This design comes from an exercise in tuning for small area on the open sky130 flow, not from production work. Function was checked by simulation only, so behaviour that the tests miss may differ from the original. No driver is modelled on the clock port, so clocking that relies on it looks cheaper here than on a real chip.

==> flow/design.v (outline; a module is shown in full before it is edited, if it fits) <==
// module ProcessingElement: 40 lines
// module Select3: 8 lines
// module FullAdder: 4 lines
// module AccumulatorTree: 1708 lines
// module PE_Array: 41 lines
// module PE_Matrix: 30 lines
module PE_Matrix(
    input clk,
    input rst,                 
    input [47:0] enable,       
    input [11:0] read_weight,  
    input [11:0] read_data,    
    input [11:0] forwarding_enable,  
    input [31:0] data_bus,     
    input [31:0] weight_bus,   
    input [127:0] partial_sum,  
    output [127:0] accumulated_output  
);
  // ...
==> flow/flow/run.sh <==
#!/bin/bash
set -euo pipefail
bash standard.sh synth > synth.log 2>&1
sdc=orfs/results/$FLOW_PLATFORM/PE_Matrix/base/1_synth.sdc
test -f "$sdc"
# placement-time hint of the later clock; flow/skew.tcl removes it after CTS
echo 'set_clock_latency 1.5 [get_pins *accum_tree.sum_a*/CLK]' >> "$sdc"
# clock tree synthesis as the standard flow runs it, without dummy loads
cts_args="-sink_clustering_enable -repair_clock_nets -sink_clustering_size 24"
cts_args="$cts_args -sink_clustering_max_diameter 100 -buf_list sky130_fd_sc_hd__clkbuf_16 -dont_use_dummy_load"
# ports buffered with the smallest buffer
CTS_ARGS="$cts_args" SKIP_CTS_REPAIR_TIMING=1 POST_CTS_TCL="$PWD/flow/skew.tcl" \
  BUFFER_PORTS_ARGS="-buffer_cell sky130_fd_sc_hd__buf_1" bash standard.sh finish > layout.log 2>&1
==> flow/flow/skew.tcl <==
set dly_cell sky130_fd_sc_hd__clkdlybuf4s50_1
set n_dly 2
set pins_all [get_pins *accum_tree.sum_a*/CLK]
unset_clock_latency $pins_all

proc driver_of { pin } {
  set net [get_nets -of_objects $pin]
  return [get_cells -of_objects [get_pins -of_objects $net -filter "direction == output"]]
}

set groups [dict create]
foreach pin $pins_all {
  dict lappend groups [get_full_name [get_nets -of_objects $pin]] $pin
}
set arrays [dict create]
set i 0
dict for {net pins} $groups {
  set n [llength $pins]
  set cell [expr {$n <= 6 ? "sky130_fd_sc_hd__clkbuf_4" : ($n <= 12 ? "sky130_fd_sc_hd__clkbuf_8" : "sky130_fd_sc_hd__clkbuf_16")}]
  insert_buffer -buffer_cell $cell -net [get_nets $net] -load_pins $pins \
    -buffer_name skewbuf_$i -net_name skewnet_$i
  set b [driver_of [lindex $pins 0]]
  regexp {pe_array_block\[(\d+)\]} [get_full_name [lindex $pins 0]] -> a
  dict lappend arrays $a [sta::find_pin "[get_full_name $b]/A"]
  incr i
}
dict for {a bpins} $arrays {
  if { [llength $bpins] > 1 } {
    insert_buffer -buffer_cell sky130_fd_sc_hd__clkbuf_8 -load_pins $bpins -load_pins_on_diff_nets \
      -buffer_name skewroot_$a -net_name skewrootnet_$a
    set load [sta::find_pin "[get_full_name [driver_of [lindex $bpins 0]]]/A"]
  } else {
    set load [lindex $bpins 0]
  }
  for {set k 0} {$k < $n_dly} {incr k} {
    insert_buffer -buffer_cell $dly_cell -load_pins [list $load] \
      -buffer_name skewdly_${a}_$k -net_name skewdlynet_${a}_$k
    set load [sta::find_pin "[get_full_name [driver_of $load]]/A"]
  }
}
# The later clock leaves less time between a clock edge and the release of the
# reset at the sum_a registers' asynchronous set pins (removal check): give
# each array's sum_a set pins a delay cell and a buffer of their own, which
# delay the reset to them a little (its recovery check has ample slack).
foreach a {0 1 2 3} {
  set rpins {}
  foreach pin $pins_all {
    if { [string match "pe_array_block?$a?.*" [get_full_name $pin]] } {
      lappend rpins [sta::find_pin "[get_full_name [get_cells -of_objects $pin]]/SET_B"]
    }
  }
  if { [llength $rpins] > 0 } {
    insert_buffer -buffer_cell sky130_fd_sc_hd__buf_8 -load_pins $rpins -load_pins_on_diff_nets \
      -buffer_name skewrst_$a -net_name skewrstnet_$a
    set load [sta::find_pin "[get_full_name [driver_of [lindex $rpins 0]]]/A"]
    insert_buffer -buffer_cell $dly_cell -load_pins [list $load] \
      -buffer_name skewrstdly_$a -net_name skewrstdlynet_$a
  }
}
puts "skew: [llength $pins_all] sum_a clock pins in [dict size $groups] groups, [dict size $arrays] branches"
detailed_placement
estimate_parasitics -placement
report_clock_skew

# what the standard CTS step does after clock tree synthesis
repair_timing_helper
detailed_placement
check_placement -verbose
==> flow/standard.sh <==
#!/bin/bash
# synth_recipe.tcl (not shown) runs the flow's synth.tcl, then flattens the netlist and writes it again
# the make line also repeats each setting of config.mk as NAME=value (left out here)
make -C /OpenROAD-flow-scripts/flow DESIGN_CONFIG=/design/flow/config.mk WORK_HOME=/design/flow/orfs CLKGATE_MAP_FILE= SYNTH_SCRIPT=/design/flow/synth_recipe.tcl "${@:-finish}"
==> flow/config.mk <==
export PLATFORM = sky130hd
export DESIGN_NAME = PE_Matrix
export DESIGN_NICKNAME = PE_Matrix
export VERILOG_FILES = /design/flow/design.v
export SDC_FILE = /design/flow/constraint.sdc
export NUM_CORES = 4
export LEC_CHECK = 0
export CAP_MARGIN = 20
export CORE_MARGIN = 2
export CORE_UTILIZATION = 55
export CTS_BUF_LIST = sky130_fd_sc_hd__clkbuf_16
export CTS_CLUSTER_DIAMETER = 100
export CTS_CLUSTER_SIZE = 24
export PLACE_DENSITY = 0.6
export SLEW_MARGIN = 20
export SYNTH_HIERARCHICAL = 1
==> flow/constraint.sdc <==
create_clock -name core_clock -period 5.0 [get_ports {clk}]
set_input_delay 1.0000 -clock core_clock [delete_from_list [all_inputs] [get_ports {clk}]]
set_output_delay 1.0000 -clock core_clock [all_outputs]
set_load 0.01 [all_outputs]
==> run summary, run 1 <==
- Status: timing/DRC/antenna clean
- Post-route DRC: 0
- Worst Reg-to-Reg Cells: 9
- Initial antenna violation count: a little under 50
- Sequential share of cell area: 0.323
- Largest net degree at the start of global routing: 55
- Unique masters post-synth: 63
- Commonest cells after routing, fill and taps aside: 3132 x nand2_1, 2932 x fa_1, 1280 x dfrtp_1, 800 x inv_1, 768 x mux2_2
- Critical path depth: 9
- Crit path capture type: register
- Avg Vias per Cell: 6.41
- Register area: just over 50000 µm²
- I/O Buffers: 381
- CP Class: register to register
- Core area: 273000 µm²
- Chip height: between 500 and 600 µm
- Nets: 15600
- Commonest cells post-synth: 3132 x nand2_1, 2932 x fa_1, 1280 x dfrtp_1
- RSZ-0062 raised after global routing: false
- Global route hottest layer: met2
- Syn Inst Count: about 12000
- I/O pins: slightly above 400
- Fraction of layout cells with a size suffix above 1: 0.128
- GRT overflow: 0
- Clock sinks: slightly below 2000
- Multi-input gate area: around 93000 µm²
- Sequential fraction of the synthesis area: 0.340
- Synth Cell Area: 151000 µm²
- Critical Path AT: approximately 5.5 ns
- Met2 routed WL: ~250000 µm
- Peak Freq: 211 MHz
- DR vias: a little over 100k
- Met1 WL: between 200000 and 250000 µm
- Synth warn: 8
- Top cell category: multi-input gates
- Sequential cell count: about 2000
- Tmin final: between 4 and 5 ns
- # rows: around 190
- Die Wd: 528 µm
==> run 2, diff against run 1 <==
--- a/flow/design.v
+++ b/flow/design.v
@@ -53,17 +53,17 @@
 module AccumulatorTree(
     input clk,
     input rst,
     input [95:0] fwd,    
     input [95:0] wgt,    
     input [31:0] partial_sum,
     output reg [31:0] accumulated_output
 );
-    reg [53:0] sum_a;
+    reg [36:0] sum_a;
     reg [19:0] sum_b_n;
     wire pp1, pp2, pp3, pp4, pp5, pp6, pp7, pp8, pp9, pp10, pp11, pp12, pp13, pp14, pp15, pp16;
     wire pp17, pp18, pp19, pp20, pp21, pp22, pp23, pp24, pp25, pp26, pp27, pp28, pp29, pp30, pp31, pp32;
     wire pp33, pp34, pp35, pp36, pp37, pp38, pp39, pp40, pp41, pp42, pp43, pp44, pp45, pp46, pp47, pp48;
     wire pp49, pp50, pp51, pp52, pp53, pp54, pp55, pp56, pp57, pp58, pp59, pp60, pp61, pp62, pp63, pp64;
     wire pp65, pp66, pp67, pp68, pp69, pp70, pp71, pp72, pp73, pp74, pp75, pp76, pp77, pp78, pp79, pp80;
     wire pp81, pp82, pp83, pp84, pp85, pp86, pp87, pp88, pp89, pp90, pp91, pp92, pp93, pp94, pp95, pp96;
     wire pp97, pp98, pp99, pp100, pp101, pp102, pp103, pp104, pp105, pp106, pp107, pp108, pp109, pp110, pp111, pp112;
@@ -1719,41 +1719,41 @@
     FullAdder fa707 (.a(c2168), .b(s2171), .c(c2170), .s(s2221), .co(c2222));
     FullAdder fa708 (.a(c2172), .b(s2175), .c(c2174), .s(s2223), .co(c2224));
     FullAdder fa709 (.a(c2176), .b(s2179), .c(c2178), .s(s2225), .co(c2226));
     FullAdder fa710 (.a(c2180), .b(s2183), .c(c2182), .s(s2227), .co(c2228));
     FullAdder fa711 (.a(s2187), .b(c2184), .c(c2186), .s(s2229), .co(c2230));
     FullAdder fa712 (.a(s2191), .b(c2188), .c(c2190), .s(s2231), .co(c2232));
     FullAdder fa713 (.a(s2195), .b(c2192), .c(s2197), .s(s2233), .co(c2234));
     FullAdder fa714 (.a(s2199), .b(c2196), .c(s2201), .s(s2235), .co(c2236));
-    assign s2237 = ~(sum_a[0] ^ sum_a[1]);
-    assign c2238 = sum_a[0] | sum_a[1];
-    FullAdder fa715 (.a(sum_a[3]), .b(sum_a[4]), .c(sum_a[5]), .s(s2239), .co(c2240));
-    FullAdder fa716 (.a(sum_a[6]), .b(sum_a[7]), .c(sum_a[8]), .s(s2241), .co(c2242));
-    FullAdder fa717 (.a(sum_a[10]), .b(sum_a[11]), .c(sum_a[9]), .s(s2243), .co(c2244));
-    FullAdder fa718 (.a(sum_a[12]), .b(sum_a[13]), .c(sum_a[14]), .s(s2245), .co(c2246));
-    FullAdder fa719 (.a(sum_a[15]), .b(sum_a[16]), .c(sum_a[17]), .s(s2247), .co(c2248));
-    FullAdder fa720 (.a(sum_a[18]), .b(sum_a[19]), .c(sum_a[20]), .s(s2249), .co(c2250));
-    FullAdder fa721 (.a(sum_a[21]), .b(sum_a[22]), .c(sum_a[23]), .s(s2251), .co(c2252));
-    FullAdder fa722 (.a(sum_a[24]), .b(sum_a[25]), .c(sum_a[26]), .s(s2253), .co(c2254));
-    FullAdder fa723 (.a(sum_a[27]), .b(sum_a[28]), .c(sum_a[29]), .s(s2255), .co(c2256));
-    FullAdder fa724 (.a(sum_a[30]), .b(sum_a[31]), .c(sum_a[32]), .s(s2257), .co(c2258));
-    FullAdder fa725 (.a(sum_a[33]), .b(sum_a[34]), .c(sum_a[35]), .s(s2259), .co(c2260));
-    FullAdder fa726 (.a(sum_a[36]), .b(sum_a[37]), .c(sum_a[38]), .s(s2261), .co(c2262));
-    FullAdder fa727 (.a(sum_a[39]), .b(sum_a[40]), .c(sum_a[41]), .s(s2263), .co(c2264));
-    FullAdder fa728 (.a(sum_a[42]), .b(sum_a[43]), .c(sum_a[44]), .s(s2265), .co(c2266));
-    FullAdder fa729 (.a(sum_a[45]), .b(sum_a[46]), .c(sum_a[47]), .s(s2267), .co(c2268));
-    FullAdder fa730 (.a(sum_a[48]), .b(sum_a[49]), .c(sum_a[50]), .s(s2269), .co(c2270));
-    FullAdder fa731 (.a(sum_a[51]), .b(sum_a[52]), .c(sum_a[53]), .s(s2271), .co(c2272));
-    wire [53:0] sum_a_d = {c2236, c2202, c2200, c2234, s2235, c2198, c2232, s2233, c2194, s2231, c2230, s2193, s2229, c2228, s2189, s2227, c2226, s2185, s2225, c2224, s2181, s2223, c2222, s2177, s2221, s2173, c2220, s2219, s2169, c2218, s2217, s2165, c2216, s2215, s2161, c2214, s2213, s2157, c2212, s2153, s2211, c2210, s2149, s2209, c2208, s2145, s2207, c2206, s2205, s2141, c2204, s2203, s2137, s2043};
-    wire [19:0] row_a = {1'b1, c2272, c2270, c2268, c2266, c2264, c2262, c2260, c2258, c2256, c2254, c2252, c2250, c2248, c2246, c2244, c2242, c2240, c2238, s2237};
-    wire [19:0] row_b = {1'b1, 1'b1, s2271, s2269, s2267, s2265, s2263, s2261, s2259, s2257, s2255, s2253, s2251, s2249, s2247, s2245, s2243, s2241, s2239, sum_a[2]};
+    assign s2237 = ~(s2043 ^ s2137);
+    assign c2238 = s2043 | s2137;
+    FullAdder fa715 (.a(c2204), .b(s2141), .c(s2205), .s(s2239), .co(c2240));
+    FullAdder fa716 (.a(c2206), .b(s2207), .c(s2145), .s(s2241), .co(c2242));
+    FullAdder fa717 (.a(c2208), .b(s2209), .c(s2149), .s(s2243), .co(c2244));
+    FullAdder fa718 (.a(c2210), .b(s2211), .c(s2153), .s(s2245), .co(c2246));
+    FullAdder fa719 (.a(c2212), .b(s2157), .c(s2213), .s(s2247), .co(c2248));
+    FullAdder fa720 (.a(c2214), .b(s2161), .c(s2215), .s(s2249), .co(c2250));
+    FullAdder fa721 (.a(c2216), .b(s2165), .c(s2217), .s(s2251), .co(c2252));
+    FullAdder fa722 (.a(c2218), .b(s2169), .c(s2219), .s(s2253), .co(c2254));
+    FullAdder fa723 (.a(c2220), .b(s2173), .c(s2221), .s(s2255), .co(c2256));
+    FullAdder fa724 (.a(s2177), .b(c2222), .c(s2223), .s(s2257), .co(c2258));
+    FullAdder fa725 (.a(s2181), .b(c2224), .c(s2225), .s(s2259), .co(c2260));
+    FullAdder fa726 (.a(s2185), .b(c2226), .c(s2227), .s(s2261), .co(c2262));
+    FullAdder fa727 (.a(s2189), .b(c2228), .c(s2229), .s(s2263), .co(c2264));
+    FullAdder fa728 (.a(s2193), .b(c2230), .c(s2231), .s(s2265), .co(c2266));
+    FullAdder fa729 (.a(c2194), .b(s2233), .c(c2232), .s(s2267), .co(c2268));
+    FullAdder fa730 (.a(c2198), .b(s2235), .c(c2234), .s(s2269), .co(c2270));
+    FullAdder fa731 (.a(c2200), .b(c2202), .c(c2236), .s(s2271), .co(c2272));
+    wire [36:0] sum_a_d = {c2272, c2270, s2271, c2268, s2269, s2267, c2266, s2265, c2264, s2263, c2262, s2261, c2260, s2259, c2258, s2257, c2256, s2255, c2254, s2253, c2252, s2251, c2250, s2249, c2248, s2247, c2246, s2245, c2244, s2243, c2242, s2241, c2240, s2239, c2238, s2237, s2203};
+    wire [19:0] row_a = {1'b1, sum_a[36], sum_a[34], sum_a[32], sum_a[30], sum_a[28], sum_a[26], sum_a[24], sum_a[22], sum_a[20], sum_a[18], sum_a[16], sum_a[14], sum_a[12], sum_a[10], sum_a[8], sum_a[6], sum_a[4], sum_a[2], sum_a[0]};
+    wire [19:0] row_b = {1'b1, 1'b1, sum_a[35], sum_a[33], sum_a[31], sum_a[29], sum_a[27], sum_a[25], sum_a[23], sum_a[21], sum_a[19], sum_a[17], sum_a[15], sum_a[13], sum_a[11], sum_a[9], sum_a[7], sum_a[5], sum_a[3], sum_a[1]};
     always @(posedge clk or posedge rst) begin
         if (rst) begin
-            sum_a <= {54{1'b1}};
+            sum_a <= {37{1'b1}};
             sum_b_n <= {20{1'b1}};
             accumulated_output <= 32'd0;
         end else begin
             sum_a <= sum_a_d;
             sum_b_n <= row_a + row_b + 1'b1;
             accumulated_output <= {12'd0, ~sum_b_n} + partial_sum;
         end
     end
==> flow/flow/run.sh (replaced) <==
#!/bin/bash
set -euo pipefail
bash standard.sh synth > synth.log 2>&1
sdc=orfs/results/$FLOW_PLATFORM/PE_Matrix/base/1_synth.sdc
test -f "$sdc"
# placement-time hint of the later clock; flow/skew.tcl removes it after CTS
echo 'set_clock_latency 2.0 [get_pins *accum_tree.sum_a*/CLK]' >> "$sdc"
# clock tree synthesis as the standard flow runs it, without dummy loads
cts_args="-sink_clustering_enable -repair_clock_nets -sink_clustering_size 24"
cts_args="$cts_args -sink_clustering_max_diameter 100 -buf_list sky130_fd_sc_hd__clkbuf_16 -dont_use_dummy_load"
# ports buffered with the smallest buffer
CTS_ARGS="$cts_args" SKIP_CTS_REPAIR_TIMING=1 POST_CTS_TCL="$PWD/flow/skew.tcl" \
  BUFFER_PORTS_ARGS="-buffer_cell sky130_fd_sc_hd__buf_1" bash standard.sh finish > layout.log 2>&1
--- a/flow/flow/skew.tcl
+++ b/flow/flow/skew.tcl
@@ -1,10 +1,10 @@
 set dly_cell sky130_fd_sc_hd__clkdlybuf4s50_1
-set n_dly 2
+set n_dly 3
 set pins_all [get_pins *accum_tree.sum_a*/CLK]
 unset_clock_latency $pins_all
 
 proc driver_of { pin } {
   set net [get_nets -of_objects $pin]
   return [get_cells -of_objects [get_pins -of_objects $net -filter "direction == output"]]
 }
 
@@ -48,18 +48,21 @@
     if { [string match "pe_array_block?$a?.*" [get_full_name $pin]] } {
       lappend rpins [sta::find_pin "[get_full_name [get_cells -of_objects $pin]]/SET_B"]
     }
   }
   if { [llength $rpins] > 0 } {
     insert_buffer -buffer_cell sky130_fd_sc_hd__buf_8 -load_pins $rpins -load_pins_on_diff_nets \
       -buffer_name skewrst_$a -net_name skewrstnet_$a
     set load [sta::find_pin "[get_full_name [driver_of [lindex $rpins 0]]]/A"]
-    insert_buffer -buffer_cell $dly_cell -load_pins [list $load] \
-      -buffer_name skewrstdly_$a -net_name skewrstdlynet_$a
+    for {set k 1} {$k < $n_dly} {incr k} {
+      insert_buffer -buffer_cell $dly_cell -load_pins [list $load] \
+        -buffer_name skewrstdly_${a}_$k -net_name skewrstdlynet_${a}_$k
+      set load [sta::find_pin "[get_full_name [driver_of $load]]/A"]
+    }
   }
 }
 puts "skew: [llength $pins_all] sum_a clock pins in [dict size $groups] groups, [dict size $arrays] branches"
 detailed_placement
 estimate_parasitics -placement
 report_clock_skew
 
 # what the standard CTS step does after clock tree synthesis
==> run summary, run 2 <==
- Pre-CTS WS: 0.448 ns (was 0.214 ns)
- Peak Freq: 208 MHz (was 211 MHz)
- Count of filler cells inserted in the layout: 21800 (was 22300)
- Final wirelength: 548000 µm (was 564000 µm)
- Count leader, synth: nand2_1 (unchanged)
- Top delay family on crit path: buffers and inverters (was compound AO/OA/AOI/OAI gates)
- # rows: 190 (was 192)
- Max incr delay on CP: 0.65 ns (was 0.72 ns)
- Status: timing/DRC/antenna clean (unchanged)
- Synth area leader: fa_1 (unchanged)
- Required time worst endpoint: 7.53 ns (was 5.77 ns)
- Chip height: 524 µm (was 528 µm)
- Crit path capture type: register (unchanged)
- Max Slew Vio Count: 0 (unchanged)
- CTS tree: done (unchanged)
- Sequential fraction of the synthesis area: 0.333 (was 0.340)
- Critical Path AT: 7.33 ns (was 5.52 ns)
- Endpoints failing setup: 0 (unchanged)
- Startpoint Class: register (unchanged)
- Core area: 268000 µm² (was 273000 µm²)
- Crit-path max FO: 9 (was 4)
- Top cell by count, worst path: dlygate4sd3_1
- I/O pins: 406 (unchanged)
- DR vias: 100000 (was 101000)
- 1st-iter DRT viols: 14200 (was 14500)
- Slew margin rel.: 0.220 (was 0.150)
- Ranking of synthesized cells by area: fa_1 39%, dfrtp_1 22%, nand2_1 8.0%, edfxtp_1 7.8%, mux2_2 5.8% (was fa_1 39%, dfrtp_1 21%, nand2_1 7.8%, edfxtp_1 7.6%, mux2_2 5.7%)
- Commonest cells post-synth: 3172 x nand2_1, 2932 x fa_1, 1280 x dfrtp_1 (was 3132 x nand2_1, 2932 x fa_1, 1280 x dfrtp_1)
- Crit-path cells: dlygate4sd3_1, nand2_1, dlygate4sd3_1, fa_1, dlygate4sd3_1, fa_1, dlygate4sd3_1, fa_1, fa_1, dlygate4sd3_1, fa_1, dlygate4sd3_1 (was fa_1, ha_1, nor2b_1, o31a_1, o21ai_1, o41ai_1, nor2_1, o311ai_2, xor2_1)
- Syn Inst Count: 12000 (was 12100)
- CP Class: register to register (unchanged)
- Post-route DRC: 0 (unchanged)
- Synth warn: 8 (unchanged)
- RSZ-0062 raised after global routing: false (unchanged)
- Commonest cells after routing, fill and taps aside: 3172 x nand2_1, 2932 x fa_1, 1280 x dfrtp_1, 801 x inv_1, 768 x mux2_2 (was 3132 x nand2_1, 2932 x fa_1, 1280 x dfrtp_1, 800 x inv_1, 768 x mux2_2)
- Number of synthesized flops with an enable pin: 384 (unchanged)
- Max-cap violations: 0 (unchanged)
- DRT antenna net count: 0 (unchanged)
- CP Buf/Inv Count: 6 (was 0)
- Setup_tns: 0 ns (unchanged)
- Worst-Margin Slew: 1.17 ns (was 1.27 ns)
- Clock latency (worst-skew pair): 2.68 ns (was 2.30 ns)
- Clk_skew: 1.92 ns (was 1.45 ns)
- Clock sinks: 1892 (was 1960)
- Initial antenna violation count: 35 (was 49)
- Avg Vias per Cell: 6.36 (was 6.41)
- Register area: 49600 µm² (was 51300 µm²)
- Fraction of layout cells with a size suffix above 1: 0.120 (was 0.128)
- Largest net degree at the start of global routing: 54 (was 55)
- I/O Buffers: 381 (unchanged)
- Unique masters post-synth: 55 (was 63)
- First-pass GRT wire length: 780000 µm (was 798000 µm)
- Mean Syn Cell Area: 12.3 µm² (was 12.4 µm²)
- Worst setup margin: 0.193 ns (was 0.251 ns)
- Tmin final: 4.81 ns (was 4.75 ns)
- Final hold vios: 0 (unchanged)
- Gpl congestion: 1.07 (was 1.05)
- Share of the clock period used by the worst path: 0.961 (was 0.950)
- Starting density of the core: 0.554 (was 0.553)
- Die area: 275000 µm² (was 279000 µm²)
- Ys async rst share: 0.797 (was 0.804)
- Share of the synthesized area in the top cell type: 0.395 (was 0.388)
- Die Wd: 524 µm (was 528 µm)
- DP HPWL: 426000 µm (was 445000 µm)
- Yosys reg bits: 1892 (was 1960)
- WL/cell: 34.7 µm (was 35.8 µm)
- Gr usage total: 0.408 (was 0.412)
- Vias in the first global route: 106000 (was 107000)
- Ys flop type: dfrtp_1 (unchanged)
- First-pass DRT Iterations: 9 (was 14)
- Synth Cell Area: 149000 µm² (was 151000 µm²)
- GRT overflow: 0 (unchanged)
- Worst Hold Class: register to register (unchanged)
- Commonest non-fill, non-tap cell in the layout: nand2_1 (unchanged)
- Clk slew on worst S/H paths: 0.09 ns (about the same)
- Multi-input gate area: 92900 µm² (was 93400 µm²)
- Nets: 15600 (about the same)
- Area Overhead vs Synth: 6.30% (was 5.32%)
- Max stage delay cell, worst path: dlygate4sd3_1 (was o41ai_1)
-- run 2: path summary, 6_finish.rpt --
path | slack [ns] | to | cells past startpoint
setup / recovery | 0.19 | pe_array_block[3].pe_array.accum_tree.sum_a[7] | 12
hold / removal | 0.02 | pe_array_block[2].pe_array.accum_tree.sum_a[10] | 8
setup reg to reg | 0.19 | pe_array_block[3].pe_array.accum_tree.sum_a[7] | 12
hold reg to reg | 0.02 | pe_array_block[2].pe_array.accum_tree.sum_a[10] | 8
max in group asynchronous | 2.89 | asynchronous set/reset pin | 3
min in group asynchronous | 0.99 | asynchronous set/reset pin | 2
-- run 2: per-layer routing --
| metal | GRT usage | share of wire |
|---|---|---|
| met1 | 0.558 | 0.38 |
| met3 | 0.0993 | 0.11 |
| met2 | 0.598 | 0.44 |
| met5 | 0 | 0.00014 |
| met4 | 0.244 | 0.073 |
-- run 2: logic make-up after synthesis --
| family | Yosys count | share of synthesized area |
|---|---|---|
| AOI/OAI and AO/OA | 796 | 0.0445 |
| xor gates and xnor gates | 180 | 0.0106 |
| adders and majority gates | 3168 | 0.415 |
| buffers and inverters | 1612 | 0.0427 |
| DFF | 1892 | 0.333 |
| muxes | 768 | 0.0582 |
| other | 4 | 0.000101 |
| and+or+nand+nor | 3628 | 0.0962 |
-- run 2: through the flow --
| step | cell area (µm²) | util | cells | hold slack, ns |
|---|---|---|---|---|
| after floorplan | 149000 | - | 12100 | -1.19 |
| after global placement | 153000 | 0.570 | 15400 | -0.945 |
| after detailed placement | 153000 | 0.570 | 15400 | -0.927 |
| after global routing | 158000 | 0.589 | 15800 | 0.0256 |
| final | 158000 | 0.589 | 15800 | 0.0209 |
-- run 2: layout make-up, clock buffers not listed --
cell class / instances / area share
repair buffers: 803 / 0.0339
inverters: 808 / 0.0192
multi-input cells: 8572 / 0.588
well taps: 3552 / 0.0281
diodes: 39 / 0.000617
flip-flops and latches: 1892 / 0.313
-- run 2: modules after synthesis (local to each module, per instance), a selection --
module / flip-flops and latches / times used / area, µm²
Select3: 0 / 48 / 120
FullAdder: 0 / 2924 / 20.0
AccumulatorTree: 89 / 4 / 8410
ProcessingElement: 32 / 48 / 1060
PE_Array: 0 / 4 / 3.75
-- run 2: worst register-to-register path: stages, from the launching register on --
cell	delay (ns)
dfrtp_1	0.57
dlygate4sd3_1	0.65
nand2_1	0.06
dlygate4sd3_1	0.61
fa_1	0.42
dlygate4sd3_1	0.59
fa_1	0.52
dlygate4sd3_1	0.57
fa_1	0.44
fa_1	0.54
dlygate4sd3_1	0.60
fa_1	0.42
dlygate4sd3_1	0.57
==> run 3, diff against run 2 <==
--- a/flow/config.mk
+++ b/flow/config.mk
@@ -8,5 +8,5 @@
 export CAP_MARGIN = 20
 export CORE_MARGIN = 2
-export CORE_UTILIZATION = 55
+export CORE_UTILIZATION = 40
 export CTS_BUF_LIST = sky130_fd_sc_hd__clkbuf_16
 export CTS_CLUSTER_DIAMETER = 100
==> run summary, run 3 <==
- Share of the synthesized area in the top cell type: 0.395 (unchanged)
- Peak Freq: 208 MHz (about the same)
- Hold Path Stages: 6 (was 8)
- Number of synthesized flops with an enable pin: 384 (unchanged)
- WL/cell: 31.5 µm (was 34.7 µm)
- Synth Cell Area: 149000 µm² (unchanged)
- Reg2reg setup slack: 0.18 ns (was 0.19 ns)
- Worst Reg-to-Reg Cells: 12 (unchanged)
- Startpoint Class: register (unchanged)
- DR vias: 98300 (was 100000)
- Syn Inst Count: 12000 (unchanged)
- Setup_tns: 0 ns (unchanged)
- Synth area leader: fa_1 (unchanged)
- Tmin final: 4.82 ns (was 4.81 ns)
- Ys async rst share: 0.797 (unchanged)
- Final wirelength: 543000 µm (was 548000 µm)
- 1st-iter DRT viols: 13100 (was 14200)
- Clk slew on worst S/H paths: 0.09 ns (about the same)
- Sequential fraction of the synthesis area: 0.333 (unchanged)
- Fraction of layout cells with a size suffix above 1: 0.122 (was 0.120)
- First-pass DRT Iterations: 10 (was 9)
- Initial antenna violation count: 38 (was 35)
- Worst Hold Class: register to register (unchanged)
- Gpl congestion: 1.02 (was 1.07)
- Ranking of synthesized cells by area: fa_1 39%, dfrtp_1 22%, nand2_1 8.0%, edfxtp_1 7.8%, mux2_2 5.8% (unchanged)
- Nets: 15700 (was 15600)
- DP HPWL: 425000 µm (was 426000 µm)
- Hold endpoint: pe_array_block[3].pe_array.accum_tree.sum_a[34] (was pe_array_block[2].pe_array.accum_tree.sum_a[10])
- Crit path capture type: register (unchanged)
- Largest net degree at the start of global routing: 55 (was 54)
- GRT overflow: 0 (unchanged)
- CP Class: register to register (unchanged)
- Die Wd: 614 µm (was 524 µm)
- Area Overhead vs Synth: 7.84% (was 6.30%)
- Ys flop type: dfrtp_1 (unchanged)
- Commonest cells after routing, fill and taps aside: 3172 x nand2_1, 2932 x fa_1, 1280 x dfrtp_1, 802 x inv_1, 768 x mux2_2 (was 3172 x nand2_1, 2932 x fa_1, 1280 x dfrtp_1, 801 x inv_1, 768 x mux2_2)
- Avg Vias per Cell: 5.71 (was 6.36)
- Unique masters post-synth: 55 (unchanged)
- Chip height: 614 µm (was 524 µm)
- Synth warn: 8 (unchanged)
- Required time worst endpoint: 7.64 ns (was 7.53 ns)
- Reg-to-reg endpoint: pe_array_block[1].pe_array.accum_tree.sum_a[5] (was pe_array_block[3].pe_array.accum_tree.sum_a[7])
- Die area: 377000 µm² (was 275000 µm²)
- Post-route DRC: 0 (unchanged)
- Clk_skew: 1.90 ns (was 1.92 ns)
- Count leader, synth: nand2_1 (unchanged)
- Final hold vios: 0 (unchanged)
- Max Slew Vio Count: 0 (unchanged)
- I/O Buffers: 381 (unchanged)
- Mean Syn Cell Area: 12.3 µm² (unchanged)
- Max-cap violations: 0 (unchanged)
- Yosys reg bits: 1892 (unchanged)
- I/O pins: 406 (unchanged)
- Clock sinks: 1892 (unchanged)
- Starting density of the core: 0.403 (was 0.554)
- Clock latency (worst-skew pair): 2.74 ns (was 2.68 ns)
- Core area: 369000 µm² (was 268000 µm²)
- DRT antenna net count: 0 (unchanged)
- Critical Path AT: 7.46 ns (was 7.33 ns)
- Share of the clock period used by the worst path: 0.963 (was 0.961)
- Worst-Margin Slew: 1.12 ns (was 1.17 ns)
- Status: timing/DRC/antenna clean (unchanged)
- Endpoints failing setup: 0 (unchanged)
- Count of filler cells inserted in the layout: 34400 (was 21800)
- Commonest non-fill, non-tap cell in the layout: nand2_1 (unchanged)
- Gr usage total: 0.292 (was 0.408)
- Vias in the first global route: 104000 (was 106000)
- First-pass GRT wire length: 774000 µm (was 780000 µm)
- Slew margin rel.: 0.256 (was 0.220)
- RSZ-0062 raised after global routing: false (unchanged)
- Register area: 49600 µm² (unchanged)
- CTS tree: done (unchanged)
- Multi-input gate area: 92900 µm² (unchanged)
- Crit-path max FO: 9 (unchanged)
- # rows: 223 (was 190)
- Commonest cells post-synth: 3172 x nand2_1, 2932 x fa_1, 1280 x dfrtp_1 (unchanged)
run 3: cell counts after synthesis:
No cell type changed its count.
run 3: through the flow:
step | instances | utilization | cell area [µm²] | hold slack, ns | worst slack, ns
after detailed placement | 16800 | 0.419 | 155000 | -0.961 | 0.492
after floorplan | 12100 | - | 149000 | -1.19 | 0.704
after global placement | 16800 | 0.419 | 155000 | -0.954 | 0.487
final | 17200 | 0.434 | 160000 | 0.0384 | 0.184
after global routing | 17200 | 0.434 | 160000 | 0.0381 | 0.0665
run 3: final cells by class, clock buffers not listed:
type                    count  area share
multi-input cells        8572       0.579
inverters                 808      0.0190
flip-flops and latches   1892       0.309
well taps                4950      0.0386
repair buffers            835      0.0350
diodes                     24    0.000375
run 3: worst max-delay path: stages, from the launching register on:
cell and delay (ns):
dfrtp_1 0.61, dlygate4sd3_1 0.67, nand2_1 0.06, dlygate4sd3_1 0.59, fa_1 0.50, dlygate4sd3_1 0.56
fa_1 0.41, dlygate4sd3_1 0.60, fa_1 0.54, fa_1 0.40, dlygate4sd3_1 0.58, fa_1 0.49
dlygate4sd3_1 0.56
run 3: how the worst max path moves through the flow:
stage                                                               from                                           endpoint  slack, ns  cells past startpoint
after detailed placement  pe_array_block[1].pe_array.accum_tree.sum_a[0]  pe_array_block[1].pe_array.accum_tree.sum_b_n[18]       0.49                     11
after global placement    pe_array_block[1].pe_array.accum_tree.sum_a[0]  pe_array_block[1].pe_array.accum_tree.sum_b_n[18]       0.49                     11
final                                                           register     pe_array_block[1].pe_array.accum_tree.sum_a[5]       0.18                     12
after global routing                                            register     pe_array_block[1].pe_array.accum_tree.sum_a[5]       0.07                     12
after floorplan           pe_array_block[0].pe_array.accum_tree.sum_a[0]  pe_array_block[0].pe_array.accum_tree.sum_b_n[18]       0.70                     11
run 3: cells by family (layout without fill, tap and decap cells):
kind of cell	Yosys count	after routing	share of synthesized area
xor gates and xnor gates	180	180	0.0106
other	4	56	0.000101
buffers and inverters	1612	1781	0.0427
and+or+nand+nor	3628	3628	0.0962
DFF	1892	1892	0.333
AOI/OAI and AO/OA	796	796	0.0445
muxes	768	768	0.0582
adders and majority gates	3168	3168	0.415
run 3: routing by layer:
metal  GRT usage  wire length (µm)  up-vias  part of all wire
met5           0               285        -           0.00053
met1       0.396            211000    52800              0.39
met4       0.140             31300       42             0.058
met2       0.440            243000     5560              0.45
met3      0.0716             57000     1040              0.11
li1            -                 -    38800                 -
run 3: Yosys stat by module, one instance, submodules excluded, a selection:
module	flip-flops and latches	area (µm²)
FullAdder	0	20.0
AccumulatorTree	89	8410
Select3	0	120
ProcessingElement	32	1060
PE_Array	0	3.75

-- what the ideal ports hide --
In the flow no input, the clock included, has a driving cell. The finished layouts below were timed again as built, in two steps.
Step 1 (the two cells are an assumption about what drives the block):
set clk [get_ports {clk}]
set_driving_cell -lib_cell sky130_fd_sc_hd__clkbuf_16 $clk
set_driving_cell -lib_cell sky130_fd_sc_hd__buf_2 [delete_from_list [all_inputs] $clk]
Step 2, shift: input delay + t, output delay - t, t = (earliest + latest rising clock arrival at the registers) / 2. This alone moves slack from input paths to output paths.
Three values: no drivers, after step 1, after step 2; two values: the first two.
| run | t (ns) | slack for setup (ns) | hold WS [ns] | worst setup path at the end | latest minus earliest clock arrival (ns) |
|---|---|---|---|---|---|
| run 1 | 1.659 | 0.251 / 0.251 / 0.251 | 0.023 / 0.023 / 0.023 | register to register | 1.508 / 1.508 |
| run 2 | 1.801 | 0.193 / 0.193 / 0.193 | 0.021 / 0.021 / 0.021 | register to register | 1.966 / 1.966 |
| run 3 | 1.900 | 0.184 / 0.184 / 0.184 | 0.038 / 0.038 / 0.038 | register to register | 1.902 / 1.902 |
In every run listed the clock reaches the registers at very different times; t lies between them, and the last value is a rough guide only.
